What follows belongs to an exercise in optimizing a design on an open flow for small area and a short achievable clock period; a production flow would make more cautious choices. Only simulation tests tie the RTL to the original design; equivalence was not proved.

===== flow/run.sh =====
#!/bin/bash
# synth_recipe.tcl (not shown) runs the flow's synth.tcl, then flattens the netlist and writes it again
# the make line also repeats each setting of config.mk as NAME=value (left out here)
make -C /OpenROAD-flow-scripts/flow DESIGN_CONFIG=/design/flow/config.mk WORK_HOME=/design/flow/orfs CLKGATE_MAP_FILE= SYNTH_SCRIPT=/design/flow/synth_recipe.tcl finish

===== flow/config.mk =====
export PLATFORM = sky130hd
export DESIGN_NAME = cordic_main
export DESIGN_NICKNAME = cordic_main
export VERILOG_FILES = /design/flow/design.v
export SDC_FILE = /design/flow/constraint.sdc
export NUM_CORES = 4
export LEC_CHECK = 0
export CAP_MARGIN = 20
export CORE_MARGIN = 2
export CORE_UTILIZATION = 40
export SLEW_MARGIN = 20

===== flow/constraint.sdc =====
create_clock -name core_clock -period 9.0 [get_ports {clk}]
set_input_delay 1.8000 -clock core_clock [delete_from_list [all_inputs] [get_ports {clk}]]
set_output_delay 1.8000 -clock core_clock [all_outputs]
set_load 0.01 [all_outputs]

===== flow/design.v =====
`timescale 1ns / 1ps
module fa(output s, output cout, input a, input b, input c_in);
wire w1,w2,w3;
xor G1(s,a,b,c_in);
and G3(w1,a,b);
and G4(w2,a,c_in);
and G5(w3,b,c_in);
or G6(cout,w1,w2,w3);
endmodule
`timescale 1ns / 1ps
module xor_m(output xor_out,input aip,input bip);
xor xg(xor_out,aip,bip);
endmodule
`timescale 1ns / 1ps
module flipflop(output reg q,input d,input clk,input reset);
always @(posedge clk or posedge reset)
begin
if(reset == 1)
   q<= 0;
else 
   q<= d;
end
endmodule
`timescale 1ns / 1ps
module register_22bit(output[21:0] Q,input [21:0] D,input clk,input reset);
genvar i; generate
for(i=0;i<22;i=i+1) begin:loop	
 flipflop d(Q[i],D[i],clk,reset);
end endgenerate
endmodule
`timescale 1ns / 1ps
module fulladder_22bit(output [21:0]sum,input [21:0]a,input [21:0]b,input cin);
wire [21:0]c_out;
fa s0(sum[0],c_out[0],a[0],b[0],cin);
genvar j; generate
for (j=1;j<22;j=j+1)begin:adders
fa s1(sum[j],c_out[j],a[j],b[j],c_out[j-1]);
end endgenerate
endmodule
`timescale 1ns / 1ps
module pipe_2(output [21:0]xro,output [21:0]yro,output [21:0]zro,input [21:0]x,input [21:0]y,input [21:0]z,input [21:0]xa,input [21:0]ya,input [21:0]atan,input clk,input reset);
wire [21:0] tempx;
wire [21:0] tempy;
wire [21:0] tempz;
wire [21:0] xr;
wire [21:0] yr;
wire [21:0] zr;
wire cin;
not g0(cin,y[21]);
genvar p;
generate
for(p=0;p<22;p=p+1)begin:p1
 xor_m m1(tempx[p],ya[p],cin);
 xor_m m2(tempy[p],xa[p],cin);
 xor_m m3(tempz[p],atan[p],y[21]);
end endgenerate
fulladder_22bit ax(xr,x,tempx,cin);
fulladder_22bit ay(yr,y,tempy,cin);
fulladder_22bit az(zr,z,tempz,y[21]);
register_22bit rx(xro,xr,clk,reset);
register_22bit ry(yro,yr,clk,reset);
register_22bit rz(zro,zr,clk,reset);
endmodule
`timescale 1ns / 1ps
module pipe_1 #(parameter SH=4) (output [21:0] xro,output [21:0] yro,output [21:0]zro,input [21:0]x,input [21:0]y,input [21:0]z,input [21:0]xa,input [21:0]ya,input [21:0]atanh,input clk,input reset);
wire [21:0] xr1;
wire [21:0] yr1;
wire [21:0] zr1;
pipe_2 one(xr1,yr1,zr1,x,y,z,xa,ya,atanh,clk,reset);
pipe_2 two(xro,yro,zro,xr1,yr1,zr1,{{SH{xr1[21]}},xr1[21:SH]},{{SH{yr1[21]}},yr1[21:SH]},atanh,clk,reset);
endmodule
`timescale 1ns / 1ps
module cordic_main(output [21:0]xout,output [21:0]yout,output [21:0]zout,input [21:0]xo,input [21:0]yo,input [21:0]zo,input clk,input reset);
wire [21:0]x[1:15];
wire [21:0]y[1:15];
wire [21:0]z[1:15];
wire [21:0]atanh[1:14];
assign x[1][21:0]=xo;
assign y[1][21:0]=yo;
assign z[1][21:0]=zo;
assign atanh[1]=22'b0000010001100100111110;   
assign atanh[2]=22'b0000001000001011000101;
assign atanh[3]=22'b0000000100000001010110;
assign atanh[4]=22'b0000000010000000001010;
assign atanh[5]=22'b0000000001000000000001;
assign atanh[6]=22'b0000000000100000000000;
assign atanh[7]=22'b0000000000010000000000;
assign atanh[8]=22'b0000000000001000000000; 
assign atanh[9]=22'b0000000000000100000000;
assign atanh[10]=22'b0000000000000010000000;
assign atanh[11]=22'b0000000000000001000000;
assign atanh[12]=22'b0000000000000000100000;
assign atanh[13]=22'b0000000000000000010000;
assign atanh[14]=22'b0000000000000000001000;
genvar i; generate
for (i=1;i<15;i=i+1)begin:f1
 if(i==4 | i==13)
  pipe_1 #(.SH(i)) casep1(x[i+1],y[i+1],z[i+1],x[i],y[i],z[i],{{i{x[i][21]}},x[i][21:i]},{{i{y[i][21]}},y[i][21:i]},atanh[i],clk,reset);
 else 
  pipe_2 casep2(x[i+1],y[i+1],z[i+1],x[i],y[i],z[i],{{i{x[i][21]}},x[i][21:i]},{{i{y[i][21]}},y[i][21:i]},atanh[i],clk,reset);
  end
endgenerate
assign xout=x[15];
assign yout=y[15];
assign zout=z[15];
endmodule

==> flow_metrics.env <==
export IMPL_outcome="complete, no violations"
export IMPL_fmax_mhz=112.5
export IMPL_numPortBuffers=133
export IMPL_critPathMaxFanout=4
export IMPL_drt_wl_total_mm=77.91
export IMPL_yosysMostFrequentCell="inv_1"
export IMPL_synth_area_per_cell_um2=13.43
export IMPL_r2r_start="f1[13].genblk1.casep1.one.ry.loop[21].d.q"
export IMPL_rows=137
export IMPL_relSlewSlack=0.4032
export IMPL_crit_path_cell_trace="buf_4 -> buf_4 -> xor2_2 -> fa_2 -> fa_2 -> fa_2 -> fa_2 -> fa_2 -> fa_2 -> fa_2 -> fa_2 -> fa_2 -> fa_2 -> fa_2 -> fa_2 -> fa_2 -> fa_2 -> fa_2 -> fa_2 -> fa_2 -> fa_2 -> fa_2 -> fa_2 -> inv_1"
export IMPL_layout_setup_ws_ps=114.1
export IMPL_die_x_um=378.8
export IMPL_synthFlopType="dfrtp_1"
export IMPL_hold_path_class="reg -> reg"
export IMPL_yosysTopAreaCellShare=0.4704
export IMPL_ant_nets=0
export IMPL_r2r_end="f1[13].genblk1.casep1.two.rz.loop[21].d.q"
export IMPL_die_area_um2=143500
export IMPL_maxSlewViolCount=0
export IMPL_wire_per_inst_um=12.18
export IMPL_dp_hpwl_mm=61.29
export IMPL_worst_path_most_repeated_cell="fa_2"
export IMPL_grt_ovfl_total=0
export IMPL_fin_cells=6396
export IMPL_syn_cell_area_um2=56180
export IMPL_cts_inserted_buffers=112
export IMPL_rrSetupSlack_ps=240
export IMPL_hold_viol=0
export IMPL_clockRootBuffer="clkbuf_16"
export IMPL_post_drt_via_cell_ratio=3.912
export IMPL_grt_max_degree=171
export IMPL_gp_congestion=0.8288
export IMPL_cpPeakStageDelay_ps=520
export IMPL_timing_final_crit_period_ps=8886
export IMPL_finalSetupViolCount=0
export IMPL_clock_sinks=1056
export IMPL_placed_cells=6186
export IMPL_grt_first_pass_wirelength_mm=136.5
export IMPL_fin_tns_setup_ps=0
export IMPL_crit_required_ps=9610
export IMPL_arrival_ps=9490
export IMPL_drc=0
export IMPL_drv_cap=0
export IMPL_synthArstFlopShare=1.000
export IMPL_start_util=0.4026
export IMPL_ys_ff_latch=1056
export IMPL_path_class="in -> reg"
export IMPL_critPathCapture="f1[1].genblk1.casep2.ry.loop[20].d.q"
export IMPL_end_kind="flip-flop"
export IMPL_nets=5469
export IMPL_clk_latency_ps=740
export IMPL_crit_path_start_kind="primary input"
export IMPL_clk_pin_slew_worst_paths_ps=60
export IMPL_cts_tree="yes"
export IMPL_slowest_stage="fa_2"
export IMPL_clk_path_buf_depth=3
export IMPL_drive_gt1_frac=0.1567
export IMPL_crit_path_start="yo[21]"
export IMPL_htreeDepth=3
export IMPL_synth_common_cells="1,391 x inv_1, 1,056 x dfrtp_1, 819 x fa_1"
export IMPL_fill_cells=12380
export IMPL_reg_top3="f1.genblk1.casep2.rx.loop.d.q (264), f1.genblk1.casep2.ry.loop.d.q (264), f1.genblk1.casep2.rz.loop.d.q (264)"
export IMPL_core_um2=139500
export IMPL_multiInputGateArea_um2=24610
export IMPL_worst_clock_skew_ps=72.77
export IMPL_dr_pass1_iters=4
export IMPL_num_io_pins=134
export IMPL_final_seq_area_um2=26450
export IMPL_synth_warnings=2
export IMPL_first_global_vias=28680
export IMPL_drt_iter0_drc=781
export IMPL_ys_types=17
export IMPL_rr_worst_depth=24
export IMPL_post_route_period_util=0.9873
export IMPL_worst_slew_pin_slew_ps=895.2
export IMPL_synth_area_leaders="dfrtp_1 47%, fa_1 29%, inv_1 9.3%, xor2_1 7.2%, ha_1 3.4%"
export IMPL_synth_nets=5223
export IMPL_synth_cells=4182
export IMPL_track_usage=0.1193
export IMPL_dp_slack_ps=-1318
export IMPL_yosys_area_top_type="dfrtp_1"
export IMPL_synth_edf_count=0
export IMPL_yosysSeqAreaShare=0.4704
export IMPL_area_growth_pct=15.26
export IMPL_num_vias=25020
export IMPL_antenna_found_initial=13
export IMPL_die_y_um=378.8
==> layout make-up <==
class	instances	area share
sequential	1056	0.4085
multi-input combinational	1612	0.3801
inverter	1391	0.08069
clock buffer	159	0.04895
timing repair buffer	255	0.03639
tap	1876	0.03625
clock inverter	46	0.009140
antenna	1	0.00003865
==> what timing repair did <==
action                     in CTS  in global routing
pin swaps                      20                 53
hold endpoints to repair        0                  0
setup buffers                   0                  4
gates resized for setup       283                102
hold buffers                    0                  0
cloned                          0                  1
setup endpoints to repair      60                 48
==> routing by layer <==
metal	vias up	global-route usage	part of all wire
li1	11890	-	-
met1	12680	0.1339	0.38
met2	298	0.2250	0.55
met3	142	0.02456	0.039
met4	6	0.03669	0.028
met5	-	0	0.00062
==> placed cells by master, fill, tap and decap left out, types with 2 or more instances in the layout <==
| master | netlist | routed |
|---|---|---|
| dlygate4sd2_1 | 0 | 2 |
| nor2_1 | 31 | 31 |
| clkinvlp_4 | 0 | 2 |
| dfrtp_4 | 0 | 2 |
| xnor2_1 | 78 | 60 |
| clkdlybuf4s50_1 | 0 | 128 |
| inv_2 | 0 | 3 |
| buf_4 | 98 | 113 |
| o21ai_1 | 0 | 6 |
| buf_6 | 16 | 3 |
| xor2_1 | 461 | 453 |
| clkbuf_16 | 0 | 113 |
| xnor2_2 | 0 | 17 |
| fa_2 | 0 | 340 |
| xor2_2 | 0 | 8 |
| a21oi_1 | 24 | 24 |
| dfrtp_2 | 0 | 13 |
| buf_12 | 4 | 5 |
| clkinv_4 | 0 | 2 |
| clkbuf_1 | 0 | 28 |
| ha_1 | 154 | 153 |
| o21ai_2 | 0 | 9 |
| clkinv_16 | 0 | 5 |
| dfrtp_1 | 1056 | 1041 |
| clkbuf_8 | 0 | 19 |
| bufinv_16 | 0 | 8 |
| fa_1 | 819 | 479 |
| inv_1 | 1391 | 1387 |
| inv_6 | 0 | 3 |
| clkinv_2 | 0 | 26 |
| nand2_1 | 15 | 15 |
| o21ai_0 | 17 | 2 |
| o21ba_2 | 2 | 2 |
| or2_2 | 10 | 10 |
==> logic make-up (layout without fill, tap and decap cells) <==
logic type                 count (synthesis)  count (layout)  synth area share
and+or+nand+nor                           56              56          0.004187
buffers and inverters                   1514            1851            0.1111
DFF                                     1056            1056            0.4704
other                                      0               1                 0
adders and majority gates                973             973            0.3261
AOI/OAI and AO/OA                         44              44          0.004143
xor gates and xnor gates                 539             539           0.08403
==> per-stage QoR <==
step	hold WS [ps]	instance area [µm²]	util
6_report	418.0	64750	0.4641
3_5_place_dp	409.9	59890	0.4293
5_1_grt	443.3	64750	0.4640
3_3_place_gp	410.1	59890	0.4293
2_1_floorplan	395.1	56230	-
4_1_cts	418.2	64390	0.4615
==> worst min-delay path by stage <==
stage / from / to / slack, ps / cells after the start
final: f1[4].genblk1.casep1.one.rz.loop[1].d.q / f1[4].genblk1.casep1.two.rz.loop[1].d.q / 420 / 1
after global routing: f1[4].genblk1.casep1.one.rz.loop[1].d.q / f1[4].genblk1.casep1.two.rz.loop[1].d.q / 440 / 1
after CTS: f1[3].genblk1.casep2.rz.loop[1].d.q / f1[4].genblk1.casep1.one.rz.loop[1].d.q / 420 / 1
after detailed placement: f1[3].genblk1.casep2.rz.loop[1].d.q / f1[4].genblk1.casep1.one.rz.loop[1].d.q / 410 / 1
after global placement: f1[3].genblk1.casep2.rz.loop[1].d.q / f1[4].genblk1.casep1.one.rz.loop[1].d.q / 410 / 1
after floorplan: f1[3].genblk1.casep2.rz.loop[1].d.q / f1[4].genblk1.casep1.one.rz.loop[1].d.q / 400 / 1
==> critical path: cells and delay by family <==
kind	cells	cell delay (ps)
adder cells (fa/ha/maj)	20	7180
buffers and inverters	3	330
XOR/XNOR	1	180

[afterwards: timing with drivers on the ports]
In the flow no input, the clock included, has a driving cell. The finished layout below was timed again as built, in two steps.
Step 1: set_driving_cell puts a clkbuf_16 on clk and a buf_2 on each other input, an assumption about the parent block.
Step 2 also shifts input and output timing later by t, the mid clock arrival at the registers, as if the neighbouring blocks saw the same clock.
Three values: ideal, step 1, step 2; two values: the first two.
shift t [ns]: 0.776
setup WS [ns]: 0.114 / 0.087 / -0.688
hold slack, ns: 0.418 / 0.418 / 0.418
latest minus earliest clock arrival (ns): 0.074 / 0.073
With both steps, setup timing fails in this run, where it was met with ideal ports. The setup slack of this run moves by -0.027 ns with the drivers and by -0.802 ns with both steps.
